This design comes from an exercise in tuning for small area on the open sky130 flow, not from production work. In this exercise RTL edits were held to simulation tests only and were not proved equivalent to the original.

==> flow/design.v (excerpt) <==
module ibis_texture_mapper
#(parameter TILE_SIZE_POW2_MAX = 9,
  parameter WIDTH = 11)
 (input wire logic aclk,
  input wire logic aresetn,
  input wire logic enable,
  input wire logic unsigned [6:0] write_registers,
  input wire logic unsigned [WIDTH - 1:0] x,
  input wire logic unsigned [WIDTH - 1:0] y,
  input wire logic unsigned [2:0] texture_power2,
  input wire logic signed [17:0] texture_matrixA,
  input wire logic signed [17:0] texture_matrixB,
  input wire logic signed [17:0] texture_matrixC,
  input wire logic signed [17:0] texture_matrixD,
  input wire logic signed [17:0] texture_translateX,
  input wire logic signed [17:0] texture_translateY,
  output logic unsigned [(TILE_SIZE_POW2_MAX * 2) - 1:0] map_address,
  output logic stencil_test,
  output logic stencil_step,
  output logic ready);
  logic [4:0] r_js;
  always_ff @(posedge aclk) begin
    if(!aresetn) r_js <= 5'b00000;
    else if(enable) r_js <= {r_js[3:0], ~r_js[4]};
  end
  wire ph0 = ~r_js[4] & ~r_js[0];
  wire ph1 =  r_js[0] & ~r_js[1];
  wire ph2 =  r_js[1] & ~r_js[2];
  wire ph3 =  r_js[2] & ~r_js[3];
  wire ph4 =  r_js[3] & ~r_js[4];
  wire ph5 =  r_js[4] &  r_js[0];
  wire ph6 = ~r_js[0] &  r_js[1];
  wire ph7 = ~r_js[1] &  r_js[2];
  wire ph8 = ~r_js[2] &  r_js[3];
  wire ph9 = ~r_js[3] &  r_js[4];
  logic [2:0] r_tp;  
  logic signed [17:0] r_A, r_B, r_C, r_D, r_Tx, r_Ty;
  logic [5:0] r_w;
  wire wr = enable & ph0;
  always_ff @(posedge aclk) begin
    if(!aresetn) begin
      r_tp <= 3'd4;
      r_w <= 6'b0;
    end else begin
      if(wr & write_registers[6]) r_tp <= texture_power2;
      if(wr) r_w <= r_w | write_registers[5:0];
    end
  end
  always_ff @(posedge aclk) begin
    if(wr & write_registers[4]) r_Tx <= texture_translateX;
    if(wr & write_registers[5]) r_Ty <= texture_translateY;
    if(wr & write_registers[0]) r_A <= texture_matrixA;
    if(wr & write_registers[1]) r_B <= texture_matrixB;
    if(wr & write_registers[2]) r_C <= texture_matrixC;
    if(wr & write_registers[3]) r_D <= texture_matrixD;
  end
  wire useT_y = ph2 | ph3 | ph4 | ph6 | ph8;
  wire [17:0] tsel = useT_y ? (r_Ty & {18{r_w[5]}}) : (r_Tx & {18{r_w[4]}});
  logic [9:0] r_xh, r_yh;
  wire [9:0] xyh_n;
  wire tlo_nz = |tsel[7:0];
  ibis_tm_rca #(10) u_xyh(.a({1'b0, ph3 ? y[8:0] : x[8:0]}), .b(~tsel[17:8]), .ci(~tlo_nz), .s(xyh_n));
  always_ff @(posedge aclk) begin
  ...
Settings: LEC_CHECK=0, ABC_AREA=1, CAP_MARGIN=20, CORE_MARGIN=2, CORE_UTILIZATION=40, SLEW_MARGIN=20; clock period 10.0 ns.
standard.sh (not shown) runs the stock make flow with config.mk's settings and CLKGATE_MAP_FILE= SYNTH_SCRIPT=/design/flow/synth_recipe.tcl, a recipe that flattens the netlist after the stock synthesis.
==> flow/flow/run.sh <==
#!/bin/bash
set -euo pipefail
here=$(pwd)
rm -rf "$here/orfs_scripts"
cp -r "$FLOW_HOME/scripts" "$here/orfs_scripts"
cp "$here/flow/abc_area.script" "$here/orfs_scripts/abc_area.script"
export SCRIPTS_DIR="$here/orfs_scripts"
export SYNTH_ARGS="-noabc"
export BUFFER_PORTS_ARGS="-buffer_cell sky130_fd_sc_hd__buf_1"
export CTS_ARGS="-sink_clustering_enable -repair_clock_nets -dont_use_dummy_load -sink_clustering_size 8 -sink_clustering_max_diameter 40 -buf_list sky130_fd_sc_hd__clkbuf_4"
bash standard.sh > standard.log 2>&1
==> flow/flow/abc_area.script <==
strash
dc2
dch -f
amap
topo
stime -c
buffer -c
upsize -c
dnsize -c
The starting point ran to the end with no violations.
==> next run, changes <==
--- a/flow/flow/run.sh
+++ b/flow/flow/run.sh
@@ -10 +10 @@
-export CTS_ARGS="-sink_clustering_enable -repair_clock_nets -dont_use_dummy_load -sink_clustering_size 8 -sink_clustering_max_diameter 40 -buf_list sky130_fd_sc_hd__clkbuf_4"
+export CTS_ARGS="-sink_clustering_enable -repair_clock_nets -dont_use_dummy_load -sink_clustering_size 10 -sink_clustering_max_diameter 40 -buf_list sky130_fd_sc_hd__clkbuf_4"
==> flow/flow/abc_area.script (replaced) <==
strash
dc2
dch -f
amap
topo
Settings changed: CORE_UTILIZATION 40 to 55, PLACE_DENSITY set to 0.75.
The changed run finished clean.
Cell count fell by 7.4%.
Critical path depth is lower by 1.
Final area shrinks by 2.5%.
==> next run, changes <==
==> flow/flow/abc_area.script (replaced) <==
strash
dc2
dch -f
amap
topo
stime -c
buffer -c
upsize -c
dnsize -c
After rerunning:
- worst hold slack loses 28 ps
- setup slack gains 650 ps
- die area rises by 3.3%
- non-clock buffer count rises by 2
- global-route usage rises by 0.64 points

* * *

Another version of the RTL of ibis_texture_mapper (not shown whole).
Size: roughly 1100 cells after synthesis, about 200 flip-flops, roughly 160 I/O pins, roughly 12000 µm² of cells after synthesis.
export LEC_CHECK = 0
export ABC_AREA = 1
export CAP_MARGIN = 20
export CORE_MARGIN = 2
export CORE_UTILIZATION = 55
export PLACE_DENSITY = 0.75
export SLEW_MARGIN = 20
create_clock -name core_clock -period 10.0 [get_ports {aclk}]
==> flow/flow/run.sh <==
#!/bin/bash
set -euo pipefail
here=$(pwd)
rm -rf "$here/orfs_scripts"
cp -r "$FLOW_HOME/scripts" "$here/orfs_scripts"
cp "$here/flow/abc_area.script" "$here/orfs_scripts/abc_area.script"
export SCRIPTS_DIR="$here/orfs_scripts"
export SYNTH_ARGS="-noabc"
export BUFFER_PORTS_ARGS="-buffer_cell sky130_fd_sc_hd__buf_1"
export CTS_ARGS="-sink_clustering_enable -repair_clock_nets -dont_use_dummy_load -sink_clustering_size 8 -sink_clustering_max_diameter 40 -buf_list sky130_fd_sc_hd__clkbuf_4"
bash standard.sh > standard.log 2>&1
==> flow/flow/abc_area.script <==
strash
dc2
dch -f
amap
topo
stime -c
buffer -c
upsize -c
dnsize -c
The starting point produced a clean layout.
Next try:
--- a/flow/config.mk
+++ b/flow/config.mk
@@ -10,4 +10,3 @@
 export CORE_MARGIN = 2
-export CORE_UTILIZATION = 55
-export PLACE_DENSITY = 0.75
+export CORE_UTILIZATION = 40
 export SLEW_MARGIN = 20
Result: The new run went through all stages and came out clean; wire length climbs by 3.1%; count of clock-buffer cells in the layout drops by 1; core utilization drops by 16 points; worst setup slack is better by 0.049 ns.
Next try:
--- a/flow/flow/run.sh
+++ b/flow/flow/run.sh
@@ -9,3 +9,3 @@
 export BUFFER_PORTS_ARGS="-buffer_cell sky130_fd_sc_hd__buf_1"
-export CTS_ARGS="-sink_clustering_enable -repair_clock_nets -dont_use_dummy_load -sink_clustering_size 8 -sink_clustering_max_diameter 40 -buf_list sky130_fd_sc_hd__clkbuf_4"
+export CTS_ARGS="-sink_clustering_enable -repair_clock_nets -dont_use_dummy_load -sink_clustering_size 10 -sink_clustering_max_diameter 40 -buf_list sky130_fd_sc_hd__clkbuf_4"
 bash standard.sh > standard.log 2>&1
--- a/flow/config.mk
+++ b/flow/config.mk
@@ -10,3 +10,4 @@
 export CORE_MARGIN = 2
-export CORE_UTILIZATION = 40
+export CORE_UTILIZATION = 70
+export PLACE_DENSITY = 0.85
 export SLEW_MARGIN = 20
Clock skew shrinks by 0.0077 ns; design area shrinks by 2.1%; area after synthesis is unchanged; sequential share of layout area grows by 0.88 points; via count grows by about 5%; critical path depth does not change; hold slack degrades by 0.0071 ns.
Next try:
--- a/flow/flow/run.sh
+++ b/flow/flow/run.sh
@@ -9,3 +9,3 @@
 export BUFFER_PORTS_ARGS="-buffer_cell sky130_fd_sc_hd__buf_1"
-export CTS_ARGS="-sink_clustering_enable -repair_clock_nets -dont_use_dummy_load -sink_clustering_size 10 -sink_clustering_max_diameter 40 -buf_list sky130_fd_sc_hd__clkbuf_4"
+export CTS_ARGS="-sink_clustering_enable -repair_clock_nets -dont_use_dummy_load -sink_clustering_size 8 -sink_clustering_max_diameter 40 -buf_list sky130_fd_sc_hd__clkbuf_4"
 bash standard.sh > standard.log 2>&1
==> flow/flow/abc_area.script (replaced) <==
strash
dc2
dch -f
map -a
topo
--- a/flow/config.mk
+++ b/flow/config.mk
@@ -8,6 +8,5 @@
 export ABC_AREA = 1
-export CAP_MARGIN = 20
+export CAP_MARGIN = 0
 export CORE_MARGIN = 2
-export CORE_UTILIZATION = 70
-export PLACE_DENSITY = 0.85
-export SLEW_MARGIN = 20
+export CORE_UTILIZATION = 40
+export SLEW_MARGIN = 0
Via count goes down by 9.8%.
Synthesized area goes down by 1.1%.
Global-route usage goes down by 16 points.
Clock-buffer cell count goes up by 6.
Non-clock buffer count goes up by 1.
Fmax barely changes.
Routed wire length goes down by 5.5%.
Critical path depth goes down by 8.
Design area goes up by 2.9%.

* * *

Setup of run A:
ibis_texture_mapper again, from the RTL that the note above started with.
==> flow/config.mk <==
export PLATFORM = sky130hd
export DESIGN_NAME = ibis_texture_mapper
export DESIGN_NICKNAME = ibis_texture_mapper
export VERILOG_FILES = /design/flow/design.v
export SDC_FILE = /design/flow/constraint.sdc
export NUM_CORES = 4
export LEC_CHECK = 0
export ABC_AREA = 1
export CAP_MARGIN = 20
export CORE_MARGIN = 2
export CORE_UTILIZATION = 40
export GPL_TIMING_DRIVEN = 0
export SLEW_MARGIN = 20
==> flow/constraint.sdc <==
create_clock -name core_clock -period 10.0 [get_ports {aclk}]
set_input_delay 2.0000 -clock core_clock [delete_from_list [all_inputs] [get_ports {aclk}]]
set_output_delay 2.0000 -clock core_clock [all_outputs]
set_load 0.01 [all_outputs]
==> flow/flow/run.sh <==
#!/bin/bash
set -euo pipefail
here=$(pwd)
rm -rf "$here/orfs_scripts"
cp -r "$FLOW_HOME/scripts" "$here/orfs_scripts"
cp "$here/flow/abc_area.script" "$here/orfs_scripts/abc_area.script"
export SCRIPTS_DIR="$here/orfs_scripts"
export SYNTH_ARGS="-noabc"
export BUFFER_PORTS_ARGS="-buffer_cell sky130_fd_sc_hd__buf_1"
export CTS_ARGS="-sink_clustering_enable -repair_clock_nets -dont_use_dummy_load -sink_clustering_size 8 -sink_clustering_max_diameter 40 -buf_list sky130_fd_sc_hd__clkbuf_4"
bash standard.sh MATCH_CELL_FOOTPRINT=0 finish > standard.log 2>&1
==> flow/flow/abc_area.script <==
strash
dc2
dch -f
amap
topo
The final layout from run A, which completed every stage, passed the timing, DRC and antenna checks at the end of the flow.
## Diff of input files: run B against run A
- an added PLACE_DENSITY of 0.75
- a deleted GPL_TIMING_DRIVEN that had been 0
- a change of CORE_UTILIZATION from 40 to 55
==> flow/flow/run.sh <==
#!/bin/bash
set -euo pipefail
here=$(pwd)
rm -rf "$here/orfs_scripts"
cp -r "$FLOW_HOME/scripts" "$here/orfs_scripts"
cp "$here/flow/abc_area.script" "$here/orfs_scripts/abc_area.script"
export SCRIPTS_DIR="$here/orfs_scripts"
export SYNTH_ARGS="-noabc"
export BUFFER_PORTS_ARGS="-buffer_cell sky130_fd_sc_hd__buf_1"
export CTS_ARGS="-sink_clustering_enable -repair_clock_nets -dont_use_dummy_load -sink_clustering_size 10 -sink_clustering_max_diameter 40 -buf_list sky130_fd_sc_hd__clkbuf_4"
bash standard.sh > standard.log 2>&1
==> flow/flow/abc_area.script <==
strash
dc2
dch -f
amap
topo
stime -c
buffer -c
upsize -c
dnsize -c
Results
Diff run A -> run B: synthesized area climbed 3.0%, largest net degree at the start of global routing dropped 3.4%, multi-input logic cell count barely changed, count of clock-buffer cells in the layout dropped 20%.
Compared with run A, fmax in run B increased by a few percent.
Compared to run A, run B has clock slew seen by the registers of the worst setup and hold paths 0.04 ns higher.
[inputs] run C vs run B
- CORE_UTILIZATION: 55 -> 40
- PLACE_DENSITY: 0.75 -> unset
==> flow/flow/run.sh <==
#!/bin/bash
set -euo pipefail
here=$(pwd)
rm -rf "$here/orfs_scripts"
cp -r "$FLOW_HOME/scripts" "$here/orfs_scripts"
cp "$here/flow/abc_area.script" "$here/orfs_scripts/abc_area.script"
export SCRIPTS_DIR="$here/orfs_scripts"
export SYNTH_ARGS="-noabc"
export BUFFER_PORTS_ARGS="-buffer_cell sky130_fd_sc_hd__buf_1"
export CTS_ARGS="-sink_clustering_enable -repair_clock_nets -dont_use_dummy_load -sink_clustering_size 8 -sink_clustering_max_diameter 40 -buf_list sky130_fd_sc_hd__clkbuf_4"
bash standard.sh > standard.log 2>&1
==> flow/flow/abc_area.script <==
strash
dc2
dch -f
map -a
topo
==> comparison <==
Across run C and run B, none had a timing, DRC or antenna violation.
Wire length of the first global-routing pass, run C and run B, lower one = run C.
Compared with run B, in run C initial antenna violation count was more or less identical, post-place instance area went up 270 um^2, die boundary width went up, routed wire length -3.9%, final area increased 2.3%.
Delta (run C minus run B): clock-buffer cell count now larger, first-iteration DRC count now smaller, worst setup slack after layout now larger.
The inputs of run D differ from those of run C as listed below.
==> flow/flow/run.sh <==
#!/bin/bash
set -euo pipefail
here=$(pwd)
rm -rf "$here/orfs_scripts"
cp -r "$FLOW_HOME/scripts" "$here/orfs_scripts"
cp "$here/flow/abc_area.script" "$here/orfs_scripts/abc_area.script"
export SCRIPTS_DIR="$here/orfs_scripts"
export SYNTH_ARGS="-noabc"
export BUFFER_PORTS_ARGS="-buffer_cell sky130_fd_sc_hd__buf_1"
export CTS_ARGS="-sink_clustering_enable -repair_clock_nets -dont_use_dummy_load -sink_clustering_size 12 -sink_clustering_max_diameter 50 -buf_list sky130_fd_sc_hd__clkbuf_4"
bash standard.sh > standard.log 2>&1
==> flow/flow/abc_area.script <==
strash
dc2
dch -f
amap
topo
stime -c
buffer -c
upsize -c
dnsize -c
==> summary.txt <==
The count of nets after finishing of run D is lower than that of run C.
Number of non-clock buffers in the layout, run D vs run C: up slightly
Run D: core area about 0.5% above run C
Delta(worst hold-check slack, run D - run C) > 0
The run showing the greater adder-cell share of the synthesized area is run C.
Run C → run D: detailed-routing iteration count for the pre-antenna-repair pass went up by 1, worst slew margin relative to its limit went down by 7.2 points, total vias in the final route went up by 424, first-pass GRT wire length went up by 3.2%.
diff inputs: run D => run E
==> flow/flow/run.sh <==
#!/bin/bash
set -euo pipefail
here=$(pwd)
rm -rf "$here/orfs_scripts"
cp -r "$FLOW_HOME/scripts" "$here/orfs_scripts"
cp "$here/flow/abc_area.script" "$here/orfs_scripts/abc_area.script"
export SCRIPTS_DIR="$here/orfs_scripts"
export SYNTH_ARGS="-noabc"
export BUFFER_PORTS_ARGS="-buffer_cell sky130_fd_sc_hd__buf_1"
export CTS_ARGS="-sink_clustering_enable -repair_clock_nets -dont_use_dummy_load -sink_clustering_size 8 -sink_clustering_max_diameter 40 -buf_list sky130_fd_sc_hd__clkbuf_4"
bash standard.sh MATCH_CELL_FOOTPRINT=0 finish > standard.log 2>&1
==> flow/flow/abc_area.script <==
strash
dc2
dch -f
amap
topo
Notes after the runs:
Of run E and run D, run D shows the lower clock buffer and inverter area fraction after layout, with run E above it.
Going from run D to run E, detailed-route wire length on metal 1 grows by 3.5%.
There was hardly any difference in largest stage delay on the critical path between run D and run E.
Run E vs. run D: net count of the mapped netlist fell about 4.4%, cell count rose about 1.2%, worst-case setup margin in the final layout fell 0.13 ns, vertical die dimension fell 1.4%, layout clock buffer count rose 48%.
Of run E and run D, the run reporting the higher sequential share of layout area was run D.
As far as met3 global-route usage is concerned, run D and run E perform about the same.

==> port drivers added, routing unchanged <==
The flow's constraints put no driver on any port. The routed layouts listed below were extracted and timed again, unchanged, in two steps. Step 1 sets driving cells, clkbuf_16 on the clock port and buf_2 on the other inputs (assumed; they add their load-dependent delay and slew). Step 2, shift: input delay + t, output delay - t, t = (earliest + latest rising clock arrival at the registers) / 2. This alone moves slack from input paths to output paths. Three values: ideal ports, drivers, drivers and shift; two values: the first two.
| run | shift t [ns] | slack for setup (ns) | worst setup path after step 2 | clock arrival spread, ns | pins driven straight from the clock port |
|---|---|---|---|---|---|
| the first run of note 1 | 0.643 | 1.375 / 1.403 / 0.760 | input to register | 0.087 / 0.087 | 1 |
| the second run of note 1 | 0.678 | 0.869 / 0.869 / 0.353 | input to register | 0.106 / 0.106 | 1 |
| the third run of note 1 | 0.716 | 1.515 / 1.535 / 0.820 | input to register | 0.069 / 0.069 | 1 |
| the first run of note 2 | 0.700 | 0.791 / 0.813 / 0.113 | input to register | 0.074 / 0.074 | 1 |
| the second run of note 2 | 0.733 | 0.840 / 0.860 / 0.127 | input to register | 0.110 / 0.109 | 1 |
| the third run of note 2 | 0.672 | 0.744 / 0.766 / 0.094 | input to register | 0.102 / 0.102 | 1 |
| the fourth run of note 2 | 0.614 | 0.722 / 0.730 / 0.116 | input to register | 0.120 / 0.120 | 1 |
| run A | 0.617 | 0.483 / 0.484 / -0.134 | input to register | 0.093 / 0.093 | 1 |
| run B | 0.670 | 0.766 / 0.790 / 0.120 | input to register | 0.073 / 0.074 | 1 |
| run C | 0.628 | 0.843 / 0.845 / 0.217 | input to register | 0.129 / 0.130 | 1 |
| run D | 0.695 | 0.829 / 0.845 / 0.150 | input to register | 0.080 / 0.081 | 1 |
| run E | 0.631 | 0.703 / 0.695 / 0.063 | input to register | 0.086 / 0.087 | 1 |
With both steps, setup timing fails in run A, where it was met with ideal ports. The setup slack of the second run of note 2, which loses most, moves by +0.020 ns with the drivers and by -0.713 ns with both steps.
